From an optimization exercise on the open Yosys and OpenROAD flow, aimed at small area, a short achievable clock period and few clock cycles per item; shortcuts taken in it are not production practice.
RTL that was checked went through simulation tests only; none was proved equivalent to the original.
Power figures rest on the tool's default switching activity, not on a simulated workload.

Setup of oak:
// top
module top(
    input start, op, reset, clock,
    input [31:0] data_a, data_b,
    output busy, ready,
    output [31:0] data_o
);
For scale: ~100 I/O pins, about 0.0072 mm2 of cells after synthesis.
clock: 9.0 ns
lec_check: 0
cap_margin: 20
core_margin: 2
core_utilization: 40
setup_slack_margin: 3
slew_margin: 20
run.sh (not shown) runs the stock make flow with config.mk's settings and CLKGATE_MAP_FILE= SYNTH_SCRIPT=/design/flow/synth_recipe.tcl, a recipe that flattens the netlist after the stock synthesis.
oak completed; timing, DRC and antenna clean
What pine does differently from oak at the input level:
Settings: swapping 40 for 60 in CORE_UTILIZATION; swapping 3 for 2 in SETUP_SLACK_MARGIN.
==> results.txt <==
Sort oak and pine by post-route core utilization desc -> top: pine. Of the two values seen for uppermost layer routed, met4 was produced by oak and met5 by pine. Number of stages on the worst setup path: oak and pine compared, lower one is pine. Per the comparison of pine with oak, final cell count moved down, signed area change from the synthesized netlist to the final layout lost 11 points.
## Diff of input files: birch against pine
Settings: SETUP_SLACK_MARGIN removed (was 2); CORE_UTILIZATION changed from 60 to 40.
Notes after the runs:
- Going from pine to birch, worst hold slack moved up; total of plain and repair buffers excluding clock buffers moved down; layout overhead on the synthesized area moved down.
- Taking pine as the reference, in birch met2 wire length grew by 190 um; worst setup slack now sits lower.
- birch vs pine on multi-input logic portion of the cell area: birch is the lower one.
- | clock-buffer cell count | higher: birch |
- In birch the switching power share of the total turned out 1.9 points lower than in pine.
- The final reports for birch and pine show number of resized instances in the post-cts repair step lower in the former.
[inputs] maple vs birch
==> flow/flow/run.sh (new file) <==
#!/bin/bash
cp standard.sh standard_sh_copy.txt
cp config.mk config_copy.txt
export BUFFER_PORTS_ARGS="-buffer_cell sky130_fd_sc_hd__buf_1"
bash standard.sh > standard.log 2>&1
==> flow/standard.sh (new file) <==
#!/bin/bash
# synth_recipe.tcl (not shown) runs the flow's synth.tcl, then flattens the netlist and writes it again
# the make line also repeats each setting of config.mk as NAME=value (left out here)
make -C /OpenROAD-flow-scripts/flow DESIGN_CONFIG=/design/flow/config.mk WORK_HOME=/design/flow/orfs CLKGATE_MAP_FILE= SYNTH_SCRIPT=/design/flow/synth_recipe.tcl "${@:-finish}"
removed: flow/run.sh
Findings:
- maple reached the end of the flow, and the finished layout is clean on the timing, DRC and antenna checks.
- Sort maple and birch by final core area utilization, descending, and birch comes first.
- Measured against each other, maple and birch differ in critical path depth, the lower figure coming from maple.
- Looking at global-route wire length before repair across both flows, maple is the stronger of the two, with birch trailing.
- Maximum clock frequency (higher): maple
- In maple the routed length on met3 turned out about 5.5% lower than in birch.
- Number of nets in the final layout, maple and birch: lower on maple
- Taking birch as 1.0, maple lands at 1.8 on maximum number of pins on one net before global-route repair.
- Wire length in maple is 2.5% below birch.
- maple vs. birch: part of the power in the clock network increased by 2.3 points relative to the old numbers; power saw a decrease.
Function was not checked in any run of this note: the RTL went through the layout flow alone.


rev 12:
Another version of the RTL of top (not shown whole).
For scale: roughly 880 cells after synthesis, ~53 flip-flops, ~100 I/O pins, about 6300 sq um of cells after synthesis.
==> flow/design.v (excerpt) <==
module top(
    input start, op, reset, clock,
    input [31:0] data_a, data_b,
    output busy, ready,
    output [31:0] data_o
);
clock: 9.0 ns
lec_check: 0
cap_margin: 20
core_margin: 2
core_utilization: 60
setup_slack_margin: 1.2
slew_margin: 20
standard.sh (not shown) runs the stock make flow with config.mk's settings and CLKGATE_MAP_FILE= SYNTH_SCRIPT=/design/flow/synth_recipe.tcl, a recipe that flattens the netlist after the stock synthesis.
==> flow/flow/run.sh <==
#!/bin/bash
export BUFFER_PORTS_ARGS="-buffer_cell sky130_fd_sc_hd__buf_1"
bash standard.sh > standard.log 2>&1
Rev 12 finished end to end and its layout was clean on timing, DRC and antenna.
The following lists how rev 13 was set up differently from rev 12:
Settings: SETUP_SLACK_MARGIN: 1.2 -> 2.
[summary]
Rev 13 | status: complete | timing, DRC, antenna: pass. [compare] base=rev 12 new=rev 13: combinational power neither gained nor lost much; power after layout barely changed; fraction of layout instances using a drive strength above 1 increased by 0.42 points relative to the old numbers.
No run of this note included a check of the RTL's function; only the layout flow was run.


Another version of the RTL of top (not shown whole).
Size: about 54 flip-flops, roughly 100 I/O pins.
export LEC_CHECK = 0
export CAP_MARGIN = 20
export CORE_MARGIN = 2
export CORE_UTILIZATION = 60
export SETUP_SLACK_MARGIN = 3.5
export SLEW_MARGIN = 20
create_clock -name core_clock -period 9.0 [get_ports {clock}]
Scripts as last shown in full above: flow/flow/run.sh
The baseline finished with timing, DRC and antenna clean.
Testbench counts at the start, summed over its fixed seeds: cycles 9,600, ops 3,200.
Rerun with:
SETUP_SLACK_MARGIN = 2   (was 3.5)
After rerunning: Routed wire length goes down by about a fifth; area after synthesis stays the same; design area shrinks by about a fifth.


top, a different RTL version from the one above (not shown whole).
Size in the first run: about 830 cells after synthesis, roughly 100 I/O pins, ~6400 um^2 of cells after synthesis.
clock: 9.0 ns
lec_check: 0
cap_margin: 20
core_margin: 2
core_utilization: 60
setup_slack_margin: 2.6
slew_margin: 20
Scripts as last shown in full above: flow/flow/run.sh
Testbench counts at the start, summed over its fixed seeds: cycles 9,600, ops 3,200.
Next try:
Settings changed: SETUP_SLACK_MARGIN 2.6 to 3.0.
Result: The new run produced a clean layout; sequential power is about the same; utilization climbs by 3.8 points; sequential share of layout area drops by 0.76 points; synthesized area stays the same; design area climbs by 5.7%; power climbs by 7.1%; combinational power climbs by about 10%; clock-buffer cell count does not change; setup slack gets better by 0.33 ns.
Next try:
Settings changed: CORE_UTILIZATION 60 to 72, SETUP_SLACK_MARGIN 3.0 to 2.
Final cell count falls by 4.7%.
Wire length falls by 2.9%.
Via count falls by 1.1%.
Die area falls by 16%.
Register-to-register slack gets worse by 0.02 ns.
Final area falls by 6.9%.
Non-clock buffer count falls by 21.
Total power falls by 7.0%.


The RTL this note starts from:
==> flow/design.v <==
module top(
    input start, op, reset, clock,
    input [31:0] data_a, data_b,
    output busy, ready,
    output [31:0] data_o
);
reg st1, st2;    
always @(posedge clock or posedge reset)
begin
    if(reset == 1'b1)
    begin
        st1 <= 1'b0;
        st2 <= 1'b0;
    end
    else
    begin
        st1 <= start & ~st1 & ~st2;
        st2 <= st1;
    end
end
assign busy  = st1;
assign ready = st2;
wire [7:0] xa = data_a[30:23];
wire [7:0] xb = data_b[30:23];
wire a127 = (xa == 8'd127);
wire b127 = (xb == 8'd127);
wire [7:0] dba;
wire bor;
assign {bor, dba} = {1'b0, xb ^ 8'h80} - {1'b0, xa ^ 8'h80};
wire [7:0] dab = xa - xb;
wire gt = ~a127 & (b127 | bor);
wire [7:0] d = gt ? dab : dba;
wire big  = (d[7:5] != 3'd0) | (d[4:3] == 2'b11 && d[2:0] != 3'd0);   
wire eq24 = (d == 8'd24);
wire [4:0] amt = d[4:0] | {5{big}};    
wire comp = op ^ data_a[31] ^ data_b[31];
wire sg = (comp & ~gt) ? (op ^ data_b[31]) : data_a[31];
wire [23:0] ma = {1'b1, data_a[22:0]};
wire [23:0] mb = {1'b1, data_b[22:0]};
wire za = ~|data_a[22:0];
wire zb = ~|data_b[22:0];
wire [22:0] ml = gt ? ma[22:0] : mb[22:0];    
wire [23:0] ms = gt ? mb : ma;                
wire [24:0] sh = {ms, 1'b0} >> amt;
wire [23:0] s = sh[24:1];
wire g = sh[0];
wire er24 = eq24 & (gt ? zb : za);
wire [23:0] sx = {s[23:1], s[0] | (er24 & comp)};
reg [22:0] r_l;
reg [23:0] r_t;
reg r_g, r_nc, r_gt, r_sg;
always @(posedge clock)
begin
    r_l  <= ml;
    r_t  <= sx;
    r_g  <= g & ~comp;
    r_nc <= ~comp;
    r_gt <= gt;
    r_sg <= sg;
end
wire [23:0] lf = {1'b1, r_l};
wire [23:0] tt = r_t ^ {24{~r_nc}};    
wire [23:0] hp = lf ^ tt;
wire [23:0] hq = lf & tt;
wire x0  = hp[0];
wire q24 = hq[23];
wire [22:0] pp = hp[23:1] ^ hq[22:0];
wire [22:0] gg = hp[23:1] & hq[22:0];
reg [22:0] gc, pc;    
reg [22:0] gn, pn;
integer l, i, k;
always @*
begin
    gc = gg;
    pc = pp;
    for (l = 0; l < 5; l = l + 1)
    begin
        gn = gc;
        pn = pc;
        for (i = 0; i < 23; i = i + 1)
            if (i & (1 << l))
            begin
                k = ((i >> l) << l) - 1;
                gn[i] = gc[i] | (pc[i] & gc[k]);
                pn[i] = pc[i] & pc[k];
            end
        gc = gn;
        pc = pn;
    end
end    
wire ov = r_nc & (gc[22] | q24);
wire e  = r_g & (ov | x0);
wire [22:0] cin = {gc[21:0], 1'b0} | ({pc[21:0], 1'b1} & {23{e}});
wire [22:0] u = pp ^ cin;    
wire [22:0] fr = ov ? u : {u[21:0], x0 ^ r_g};
wire [7:0] xl = r_gt ? xa : xb;
wire [7:0] xo = xl + {7'd0, ov};
assign data_o = {r_sg, xo, fr};
endmodule
==> flow/config.mk <==
export PLATFORM = sky130hd
export DESIGN_NAME = top
export DESIGN_NICKNAME = top
export VERILOG_FILES = /design/flow/design.v
export SDC_FILE = /design/flow/constraint.sdc
export NUM_CORES = 4
export LEC_CHECK = 0
export CAP_MARGIN = 20
export CORE_MARGIN = 2
export CORE_UTILIZATION = 60
export SETUP_SLACK_MARGIN = 3.0
export SLEW_MARGIN = 20
==> flow/constraint.sdc <==
create_clock -name core_clock -period 9.0 [get_ports {clock}]
set_input_delay 1.8000 -clock core_clock [delete_from_list [all_inputs] [get_ports {clock}]]
set_output_delay 1.8000 -clock core_clock [all_outputs]
set_load 0.01 [all_outputs]
==> flow/flow/run.sh <==
#!/bin/bash
export BUFFER_PORTS_ARGS="-buffer_cell sky130_fd_sc_hd__buf_1"
export RECOVER_POWER=100
bash standard.sh > standard.log 2>&1
Testbench counts at the start, summed over its fixed seeds: cycles 9,600, ops 3,200.
Rerun with:
==> flow/flow/run.sh (replaced) <==
#!/bin/bash
export BUFFER_PORTS_ARGS="-buffer_cell sky130_fd_sc_hd__buf_1"
bash standard.sh > standard.log 2>&1
Settings changed: CAP_MARGIN 20 to 0, SLEW_MARGIN 20 to 0.
What happened: The new run passed the timing, DRC and antenna checks; routed wire length hardly moves; cell count does not change; design area went up by 2.1%; first-iteration DRC count went down by 0.65%; global-route usage is unchanged; clock power hardly moves; worst setup slack gains 1.3 ns; power went up by 1.7%; non-clock buffer count is unchanged.
Rerun with:
Settings changed: CAP_MARGIN 0 to 20, SETUP_SLACK_MARGIN 3.0 to 3.3, SLEW_MARGIN 0 to 20.
Outcome:
- clock skew stays flat
- synthesized area does not change
- worst setup slack loses 0.39 ns
- die area stays the same
- non-clock buffer count increases by 40
- combinational power climbs by 46%
- utilization came out higher by 10 points
- sequential cell count does not change
- cell count rose by 3.9%
- synthesized cell count stays the same
- hold slack is worse by 0.0042 ns

-- separate check: timing with driven ports --
No port has a modelled driver above. Below, the same layouts with a new extraction and two added sets of constraints. Step 1: set_driving_cell puts a clkbuf_16 on clock and a buf_2 on each other input, an assumption about the parent block. Step 2, shift: input delay + t, output delay - t, t = (earliest + latest rising clock arrival at the registers) / 2. This alone moves slack from input paths to output paths. a / b / c = ideal ports / drivers / drivers and shift; a / b = the first two.
run | t, ns | setup slack, ns | latest minus earliest clock arrival (ns) | worst slew at a driven data input, ns | cell pins on the clock port's net
oak | 0.336 | 2.318 / 2.278 / 2.614 | 0.015 / 0.015 | 0.04 | 1
pine | 0.333 | 2.114 / 2.075 / 1.970 | 0.017 / 0.017 | 0.06 | 1
birch | 0.327 | 1.042 / 1.005 / 1.332 | 0.004 / 0.004 | 0.04 | 1
maple | 0.323 | 1.184 / 1.149 / 1.472 | 0.006 / 0.006 | 0.04 | 1
rev 12 | 0.333 | 1.874 / 1.880 / 1.547 | 0.009 / 0.010 | 0.06 | 1
rev 13 | 0.330 | 2.205 / 2.209 / 1.880 | 0.010 / 0.011 | 0.06 | 1
the first run of note 3 | 0.332 | 3.275 / 3.268 / 2.936 | 0.011 / 0.012 | 0.06 | 1
the second run of note 3 | 0.332 | 2.374 / 2.370 / 2.038 | 0.015 / 0.015 | 0.06 | 1
the first run of note 4 | 0.346 | 2.761 / 2.769 / 2.423 | 0.026 / 0.025 | 0.05 | 1
the second run of note 4 | 0.343 | 3.092 / 3.056 / 2.773 | 0.007 / 0.007 | 0.05 | 1
the third run of note 4 | 0.344 | 2.133 / 2.141 / 1.797 | 0.016 / 0.016 | 0.06 | 1
the first run of note 5 | 0.341 | 1.764 / 1.774 / 1.434 | 0.009 / 0.009 | 0.05 | 1
the second run of note 5 | 0.343 | 3.092 / 3.056 / 2.773 | 0.007 / 0.007 | 0.05 | 1
the third run of note 5 | 0.363 | 2.703 / 2.670 / 2.620 | 0.019 / 0.018 | 0.06 | 1
After both steps every run listed still meets setup and hold. The setup slack of the first run of note 3, which loses most, moves by -0.007 ns with the drivers and by -0.339 ns with both steps.
